This design comes from an exercise in tuning for small area, a short achievable clock period and few clock cycles per item on the open sky130 flow, not from production work. Function was checked by simulation only, so behaviour that the tests miss may differ from the original. Power figures rest on the tool's default switching activity, not on a simulated workload.

==> flow/design.v (outline; a module is shown in full before it is edited, if it fits) <==
// module net_4_8_12_16_16_1_10: 357 lines
// module mulp: 14 lines
// module acc: 14 lines
// module padd16: 88 lines
// module padd16c: 90 lines
module net_4_8_12_16_16_1_10(clk, reset, input_valid, input_ready, input_data, output_valid, output_ready, output_data);
  // ...
==> flow/run.sh <==
#!/bin/bash
# synth_recipe.tcl (not shown) runs the flow's synth.tcl, then flattens the netlist and writes it again
# the make line also repeats each setting of config.mk as NAME=value (left out here)
make -C /OpenROAD-flow-scripts/flow DESIGN_CONFIG=/design/flow/config.mk WORK_HOME=/design/flow/orfs CLKGATE_MAP_FILE= SYNTH_SCRIPT=/design/flow/synth_recipe.tcl finish
==> flow/config.mk <==
export PLATFORM = sky130hd
export DESIGN_NAME = net_4_8_12_16_16_1_10
export DESIGN_NICKNAME = net_4_8_12_16_16_1_10
export VERILOG_FILES = /design/flow/design.v
export SDC_FILE = /design/flow/constraint.sdc
export NUM_CORES = 4
export LEC_CHECK = 0
export CAP_MARGIN = 20
export CORE_MARGIN = 2
export CORE_UTILIZATION = 40
export SETUP_SLACK_MARGIN = 4.5
export SLEW_MARGIN = 20
==> flow/constraint.sdc <==
create_clock -name core_clock -period 8.0 [get_ports {clk}]
set_input_delay 1.6000 -clock core_clock [delete_from_list [all_inputs] [get_ports {clk}]]
set_output_delay 1.6000 -clock core_clock [all_outputs]
set_load 0.01 [all_outputs]
==> impl_metrics.csv, run 1 <==
group,metric,value,unit
status,outcome,"no timing/DRC/antenna violations",
yosys,synthSimpleGateAreaFrac,9.58,%
worst_setup_path,cp_slowest_stage_delay,0.38,ns
worst_setup_path,endpoint,"fob_4$_DFFE_PN_",
min_path,holdPathEnd,"fvs[3]$_SDFFE_PP0P_",
global_routing,use_met3,2.96,%
power,leakagePower,38.2,nW
yosys,synth_edf_count,1218,
yosys,yosysSeqAreaShare,45.0,%
timing,slew_headroom,21.6,%
detailed_routing,wl_met2,113000,um
floorplan,rows,172,
min_path,whs_path_depth,2,
cts,clk_pin_slew,0.07,ns
yosys,synthCells,8301,
power,seqPwrFrac,32.9,%
worst_setup_path,crit_type,"reg2reg",
layout,seq_share,40.4,%
layout,seqCellArea,39700,um^2
power,powerClk,0.00722,W
timing,period_share,43.5,%
detailed_routing,antenna_left,0,
worst_setup_path,worst_ep_arrival_time,4.04,ns
layout,final_common_cell,"edfxtp_1",
power,p_comb_share,49.1,%
cts,insertion_delay,0.81,ns
timing,period_needed,3.48,ns
yosys,synth_fp_nets,8988,
global_routing,grt_first_pass_wirelength,363000,um
timing,fmax,287,MHz
cts,cts_setup_buffers,81,
timing,skew,0.0254,ns
global_routing,grt_max_degree,173,
worst_setup_path,crit_fanout,8,
detailed_routing,wl_met3,14000,um
cts,cts_tree,"built",
yosys,synth_area_leaders,"edfxtp_1 (42%), xnor2_1 (8.2%), ha_1 (7.6%)",
yosys,yosysUniqueCellTypes,103,
Testbench counts, summed over its fixed seeds: cycles 15,792, items 960.
==> run 2, diff against run 1 <==
--- a/flow/config.mk
+++ b/flow/config.mk
@@ -9,4 +9,6 @@
 export CORE_MARGIN = 2
 export CORE_UTILIZATION = 40
+export CTS_CLUSTER_DIAMETER = 100
+export CTS_CLUSTER_SIZE = 22
 export SETUP_SLACK_MARGIN = 4.5
 export SLEW_MARGIN = 20
==> impl_metrics.csv, run 2 <==
group,metric,value,unit
timing,grt_setup_unrepaired,"true",
cts,postCtsHoldBufs,0,
cts,insertion_delay,0.75,ns
detailed_routing,wire_per_inst,21.8,um
yosys,synth_edf_count,1218,
floorplan,io_pins,38,
floorplan,rows,172,
cts,clk_path_buf_depth,3,
power,p_comb_share,52.8,%
yosys,yosysMostFrequentCell,"edfxtp_1",
layout,final_common_cell,"edfxtp_1",
cts,cts_buffers,78,
global_routing,grt-ovfl-total,0,
placed_design,dp_hpwl,172000,um
cts,clk_pin_slew,0.10,ns
power,p_int,0.0221,W
yosys,yosysSeqAreaShare,45.0,%
detailed_routing,drc_errors,0,
floorplan,die_y,473,um
worst_setup_path,worst_ep_arrival_time,4.04,ns
yosys,avgSynthCellArea,10.6,um^2
power,p_per_area,392,nW/um^2
global_routing,grt_max_degree,173,
yosys,synthCells,8301,
detailed_routing,drt_iter0_drc,5775,
timing,slew_headroom,22.4,%
cts,numClockSinks,1367,
layout,final_nets,8745,
layout,final_cell_mix,"edfxtp_1 (1218), xnor2_1 (819), a22oi_1 (539), o21ai_0 (535), ha_1 (533)",
yosys,synth_fp_nets,8988,
yosys,yosys_register_bits,1367,
timing,period_share,44.3,%
global_routing,grt_antenna_before_repair,30,
detailed_routing,vias_per_cell,5.70,
power,p_switching,0.0153,W
timing,drv_slew,0,
global_routing,grt_pass1_vias,59700,
detailed_routing,wirelength,239000,um
cts,h-tree-depth,3,
yosys,yosysTopAreaCell,"edfxtp_1",
power,clockPowerShare,11.9,%
worst_setup_path,crit_fanout,7,
timing,timing.hold.ws,0.459,ns
timing,period_needed,3.55,ns
timing,fmax,282,MHz
placed_design,port_buffers,36,
floorplan,core_region_area,219000,um^2
yosys,ys_warn_count,1,
detailed_routing,vias,62600,
power,ir_worst_vdd,217,uV
yosys,synth_area_leaders,"edfxtp_1 (42%), xnor2_1 (8.2%), ha_1 (7.6%)",
timing,finalSetupViolations,0,
placed_design,place_congestion,0.926,
status,outcome,"no timing/DRC/antenna violations",
yosys,netlist_area,87900,um^2
worst_setup_path,required,8.49,ns
worst_setup_path,crit_type,"reg2reg",
layout,drive_gt1_share,10.3,%
yosys,yosysUniqueCellTypes,103,
min_path,min_path_type,"reg2reg",
worst_setup_path,r2r_slack,4.45,ns
yosys,synthArstFlopShare,0,%
detailed_routing,drt_first_pass_iters,6,
yosys,yosysTopAreaCellShare,41.6,%
power,p_sw_share,40.9,%
job,drv_cap,0,
cts,cts_tree,"built",
floorplan,die_w,473,um
power,power,0.0374,W
power,leakagePower,36.8,nW
detailed_routing,antenna_left,0,
timing,tightest_slew,1.16,ns
worst_setup_path,start_kind,"flip-flop",
global_routing,grt_first_pass_wirelength,361000,um
layout,syn_to_final_growth,8.59,%
timing,hold_violations,0,
power,seqPwrFrac,35.3,%
yosys,synth_ff_type,"edfxtp_1",
floorplan,dieArea,223000,um^2
floorplan,start_util,40.1,%
yosys,ys_top_cells_by_count,"edfxtp_1 (1218), xnor2_1 (824), o21ai_0 (592)",
worst_setup_path,cp-end-kind,"flip-flop",
timing,skew,0.0565,ns
cts,root_buffer,"clkbuf_16",
global_routing,grt_usage,20.7,%
==> run 2: cell types whose count changed in the layout (fill, tap and decap cells not counted), moves of 10 or more <==
| cell | change |
|---|---|
| buf_4 | -10 |
| bufinv_16 | -14 |
| clkbuf_1 | +13 |
| clkbuf_16 | -75 |
| clkinv_1 | -10 |
| clkinv_2 | -36 |
| clkinvlp_4 | -12 |
==> run 2: per-stage QoR <==
step                      TNS [ns]  cell area, um^2  setup slack (ns)  cells  utilization, %
after global routing             0            95400              4.34  11000            43.6
after detailed placement         0            90300              3.37  10700            41.2
after CTS                        0            93900              4.43  10900            42.9
final                            0            95400              4.45  11000            43.6
after global placement           0            90300              3.28  10700            41.2
after floorplan           -2427.95            88100             -3.42   8301               -
==> run 2: area by class of cell <==
cell class,instances,area [um^2]
antenna,6,15.0
clock buffer,113,2100
clock inverter,23,320
fill,20500,124000
inverter,437,1650
multi-input combinational,5916,45600
sequential,1367,39700
tap,2871,3590
timing repair buffer,258,2470
==> run 2: power groups by stage <==
| stage | Sequential, W | Clock, W | Combinational, W |
|---|---|---|---|
| final | 0.0132 | 0.00447 | 0.0198 |
| after global routing | 0.0134 | 0.00480 | 0.0219 |
| after detailed placement | 0.0134 | 0 | 0.0180 |
| after global placement | 0.0134 | 0 | 0.0177 |
| after floorplan | 0.0124 | 0 | 0.0133 |
| after CTS | 0.0132 | 0.00458 | 0.0189 |
==> run 2: final timing paths <==
kind | start | endpoint | cells after the start
worst max-delay path | fo3_2$_DFFE_PN_ | fo3_3$_DFFE_PN_ | 13
worst max register to register | fo3_2$_DFFE_PN_ | fo3_3$_DFFE_PN_ | 13
worst min-delay path | fvs[3]$_SDFFE_PP0P_ | fvs[3]$_SDFFE_PP0P_ | 2
worst min register to register | fvs[3]$_SDFFE_PP0P_ | fvs[3]$_SDFFE_PP0P_ | 2
==> run 2: worst max-delay path, cell delays in order (launching register included) <==
cell and delay (ns):
edfxtp_1 0.48, buf_4 0.19, buf_4 0.15, o21ai_1 0.39, ha_1 0.36, a211oi_4 0.25, o21ai_2 0.11, a311oi_2 0.36
buf_4 0.17, o21ai_2 0.05, nand2_1 0.12, o21ai_1 0.11, nor2_1 0.19, mux2_2 0.35
==> run 2: logic make-up after synthesis <==
logic type                 synth area share [%]
adders and majority gates                  10.6
muxes                                      2.63
and+or+nand+nor                            9.58
other                                   0.00427
buffers and inverters                      4.45
xor gates and xnor gates                   10.7
DFF                                        45.0
AOI/OAI and AO/OA                          17.0
==> run 2: what timing repair did <==
action / CTS / global route
endpoints found under the hold margin: 0 / 0
endpoints found under the setup margin: 439 / 361
resized for setup: 143 / 277
pin swaps: 29 / 89
buffers inserted: 82 / 72
cloned: 2 / 5
==> run 2: layer usage <==
layer | share of wire (%) | up-vias | GRT usage, %
met3 | 5.4 | 362 | 2.70
li1 | - | 29800 | -
met2 | 47 | 1847 | 34.0
met5 | 0.023 | - | 0
met4 | 3.9 | 8 | 7.66
met1 | 44 | 30600 | 27.8

==> re-timing with driven ports <==
No port has a modelled driver above. Below, the same layouts with a new extraction and two added sets of constraints.
Step 1 sets driving cells, clkbuf_16 on the clock port and buf_2 on the other inputs (assumed; they add their load-dependent delay and slew).
Step 2, shift: input delay + t, output delay - t, t = (earliest + latest rising clock arrival at the registers) / 2. This alone moves slack from input paths to output paths.
a / b / c = ideal / step 1 / step 2; a / b = the first two.
| run | t (ns) | setup WS [ns] | hold WS [ns] | worst setup path at the end | latest minus earliest clock arrival (ns) |
|---|---|---|---|---|---|
| run 1 | 0.887 | 4.519 / 4.473 / 4.391 | 0.453 / 0.453 / 0.453 | input to register | 0.027 / 0.027 |
| run 2 | 0.821 | 4.454 / 4.454 / 4.404 | 0.459 / 0.459 / 0.459 | input to register | 0.068 / 0.068 |
After both steps every run listed still meets setup and hold. The setup slack of run 1, which loses most, moves by -0.046 ns with the drivers and by -0.128 ns with both steps.
